Background: an optimization exercise with open tools, aiming at small area and a short achievable clock period. Do not read the settings as production practice. Function was checked by simulation only, so behaviour that the tests miss may differ from the original. The flow treats the clock pin as an ideal source. Dropping or thinning the clock tree relies on that and would not hold on a real chip. No activity file was given, so power comes from the tool's default toggle rates.

// sync_fifo
module sync_fifo #(
    parameter WIDTH = 32,
    parameter DEPTH = 8
)(
    input wire clk,
    input wire rst,
    input wire wr_en,
    input wire rd_en,
    input wire [WIDTH-1:0] din,
    output reg [WIDTH-1:0] dout,
    output reg full,
    output wire empty
);
==> flow/config.mk <==
export PLATFORM = sky130hd
export DESIGN_NAME = sync_fifo
export DESIGN_NICKNAME = sync_fifo
export VERILOG_FILES = /design/flow/design.v
export SDC_FILE = /design/flow/constraint.sdc
export NUM_CORES = 4
export LEC_CHECK = 0
export CAP_MARGIN = 20
export CORE_MARGIN = 2
export CORE_UTILIZATION = 40
export SETUP_SLACK_MARGIN = 1.36
export SLEW_MARGIN = 20
export SYNTH_HIERARCHICAL = 1
export TNS_END_PERCENT = 25
==> flow/constraint.sdc <==
create_clock -name core_clock -period 3.0 [get_ports {clk}]
set_input_delay 0.6000 -clock core_clock [delete_from_list [all_inputs] [get_ports {clk}]]
set_output_delay 0.6000 -clock core_clock [all_outputs]
set_load 0.01 [all_outputs]
standard.sh (not shown) runs the stock make flow with config.mk's settings and CLKGATE_MAP_FILE= SYNTH_SCRIPT=/design/flow/synth_recipe.tcl, a recipe that flattens the netlist after the stock synthesis.
==> flow/flow/run.sh <==
#!/bin/bash
# Own layout flow: the standard ORFS flow (standard synthesis unchanged),
# with
#  - the port buffers made as buf_1 cells instead of the default delay buffers;
#  - clock tree synthesis without dummy loads, in clusters of up to 30 sinks;
#  - after CTS, the branch level of the clock tree removed (collapse_clock.tcl),
#    so every register sees the root buffer and one leaf buffer; the CTS
#    step's timing repair then runs on the collapsed tree.
# make's output goes to make_finish.log; each step's own log is under orfs/logs.
set -euo pipefail
cd "$(dirname "$0")/.."
here=$(pwd)
bash standard.sh \
  "BUFFER_PORTS_ARGS=-buffer_cell sky130_fd_sc_hd__buf_1" \
  "CTS_ARGS=-sink_clustering_enable -repair_clock_nets -dont_use_dummy_load -sink_clustering_size 30 -sink_clustering_max_diameter 150" \
  "POST_CTS_TCL=$here/flow/collapse_clock.tcl" \
  "SKIP_CTS_REPAIR_TIMING=1" \
  finish > make_finish.log 2>&1
==> flow/flow/collapse_clock.tcl <==
# POST_CTS hook (with SKIP_CTS_REPAIR_TIMING=1): collapse the clock tree to two buffer levels. Every clock
# buffer that the root buffer drives and that drives only other clock
# buffers is removed, and its loads are moved onto the root buffer's net.
# All registers keep the same number of buffers (two) between them and the
# clock port, so the tree stays balanced; only the insertion delay drops.
proc my_collapse_clock_tree {} {
  set block [ord::get_db_block]
  set removed 0
  set port [$block findBTerm clk]
  set clknet [$port getNet]
  foreach rit [$clknet getITerms] {
    set root [$rit getInst]
    set rootout ""
    foreach it [$root getITerms] { if {[$it isOutputSignal]} { set rootout [$it getNet] } }
    if {$rootout eq ""} { continue }
    foreach it [$rootout getITerms] {
      set mid [$it getInst]
      if {$mid eq $root} { continue }
      if {![string match "*clkbuf*" [[$mid getMaster] getName]]} { continue }
      set midout ""
      foreach mit [$mid getITerms] { if {[$mit isOutputSignal]} { set midout $mit } }
      if {$midout eq ""} { continue }
      set onet [$midout getNet]
      set all_bufs 1
      foreach lit [$onet getITerms] {
        if {$lit eq $midout} { continue }
        if {![string match "*clkbuf*" [[[$lit getInst] getMaster] getName]]} { set all_bufs 0 }
      }
      if {!$all_bufs} { continue }
      foreach lit [$onet getITerms] {
        if {$lit eq $midout} { continue }
        $lit disconnect
        $lit connect $rootout
      }
      $midout disconnect
      $it disconnect
      odb::dbInst_destroy $mid
      odb::dbNet_destroy $onet
      incr removed
    }
  }
  puts "my_collapse_clock_tree: removed $removed clock buffers"
}
my_collapse_clock_tree
estimate_parasitics -placement
report_clock_latency -clock [all_clocks]

# The CTS step's own timing repair is skipped (SKIP_CTS_REPAIR_TIMING=1) so
# that it runs here, on the collapsed tree, as cts.tcl would run it.
repair_timing_helper
set result [catch { detailed_placement } msg]
if { $result != 0 } {
  error "Detailed placement failed after the clock tree collapse: $msg"
}
check_placement -verbose
The first run completed without violations.
Change:
--- a/flow/flow/run.sh
+++ b/flow/flow/run.sh
@@ -7,2 +7 @@
-#    so every register sees the root buffer and one leaf buffer; the CTS
-#    step's timing repair then runs on the collapsed tree.
+#    so every register sees the root buffer and one leaf buffer.
@@ -17 +15,0 @@
-  "SKIP_CTS_REPAIR_TIMING=1" \
--- a/flow/flow/collapse_clock.tcl
+++ b/flow/flow/collapse_clock.tcl
@@ -1 +1 @@
-# POST_CTS hook (with SKIP_CTS_REPAIR_TIMING=1): collapse the clock tree to two buffer levels. Every clock
+# POST_CTS hook: collapse the clock tree to two buffer levels. Every clock
@@ -47,9 +46,0 @@
-
-# The CTS step's own timing repair is skipped (SKIP_CTS_REPAIR_TIMING=1) so
-# that it runs here, on the collapsed tree, as cts.tcl would run it.
-repair_timing_helper
-set result [catch { detailed_placement } msg]
-if { $result != 0 } {
-  error "Detailed placement failed after the clock tree collapse: $msg"
-}
-check_placement -verbose
--- a/flow/config.mk
+++ b/flow/config.mk
@@ -11 +11 @@
-export SETUP_SLACK_MARGIN = 1.36
+export SETUP_SLACK_MARGIN = 1.33
@@ -14 +13,0 @@
-export TNS_END_PERCENT = 25
What happened: Synthesized area does not change; utilization went down by 0.67 points; flip-flop and latch count does not change; power went down by 1.8%; maximum frequency went down by 0.35%; die area stays the same.
Change:
--- a/flow/flow/run.sh
+++ b/flow/flow/run.sh
@@ -7 +7,2 @@
-#    so every register sees the root buffer and one leaf buffer.
+#    so every register sees the root buffer and one leaf buffer; the CTS
+#    step's timing repair then runs on the collapsed tree.
@@ -15,0 +17 @@
+  "SKIP_CTS_REPAIR_TIMING=1" \
--- a/flow/flow/collapse_clock.tcl
+++ b/flow/flow/collapse_clock.tcl
@@ -1 +1 @@
-# POST_CTS hook: collapse the clock tree to two buffer levels. Every clock
+# POST_CTS hook (with SKIP_CTS_REPAIR_TIMING=1): collapse the clock tree to two buffer levels. Every clock
@@ -46,0 +47,9 @@
+
+# The CTS step's own timing repair is skipped (SKIP_CTS_REPAIR_TIMING=1) so
+# that it runs here, on the collapsed tree, as cts.tcl would run it.
+repair_timing_helper
+set result [catch { detailed_placement } msg]
+if { $result != 0 } {
+  error "Detailed placement failed after the clock tree collapse: $msg"
+}
+check_placement -verbose
--- a/flow/config.mk
+++ b/flow/config.mk
@@ -10 +10 @@
-export CORE_UTILIZATION = 40
+export CORE_UTILIZATION = 55
After rerunning: Clock power stays flat; final area is about the same; sequential power went down slightly; utilization went up by 18 points; non-clock buffer count went up by 1; combinational power went up by a few percent; clock-buffer cell count stays the same; worst hold slack gets worse by 0.14 ns; area after synthesis does not change; routed wire length went down slightly; sequential share of layout area went down by 0.24 points.

## static timing again, ports no longer ideal
How much do the figures lean on ideal ports? The routed layouts below were timed once more, with nothing changed but the port constraints.
Step 1 sets driving cells, clkbuf_16 on the clock port and buf_2 on the other inputs (assumed; they add their load-dependent delay and slew).
Step 2 adds t to the input delays and takes it off the output delays; t is the mean of the earliest and latest rising clock arrival at the registers after step 1. Input paths then give back, and output paths get back, about the clock's delay inside the block.
Three values: no drivers, after step 1, after step 2; two values: the first two.
| run | t (ns) | setup WS [ns] | hold slack, ns | worst setup path after step 2 | worst register clock-pin slew, ns |
|---|---|---|---|---|---|
| the first run | 0.459 | 1.356 / 1.311 / 1.029 | 0.313 / 0.295 / 0.431 | input to register | 0.11 / 0.11 |
| the second run | 0.457 | 1.350 / 1.327 / 0.994 | 0.250 / 0.228 / 0.451 | input to register | 0.12 / 0.12 |
| the third run | 0.456 | 1.337 / 1.335 / 0.971 | 0.107 / 0.080 / 0.418 | input to register | 0.11 / 0.11 |
After both steps setup and hold are still met in every run listed. The setup slack of the third run, which loses most, moves by -0.002 ns with the drivers and by -0.366 ns with both steps.
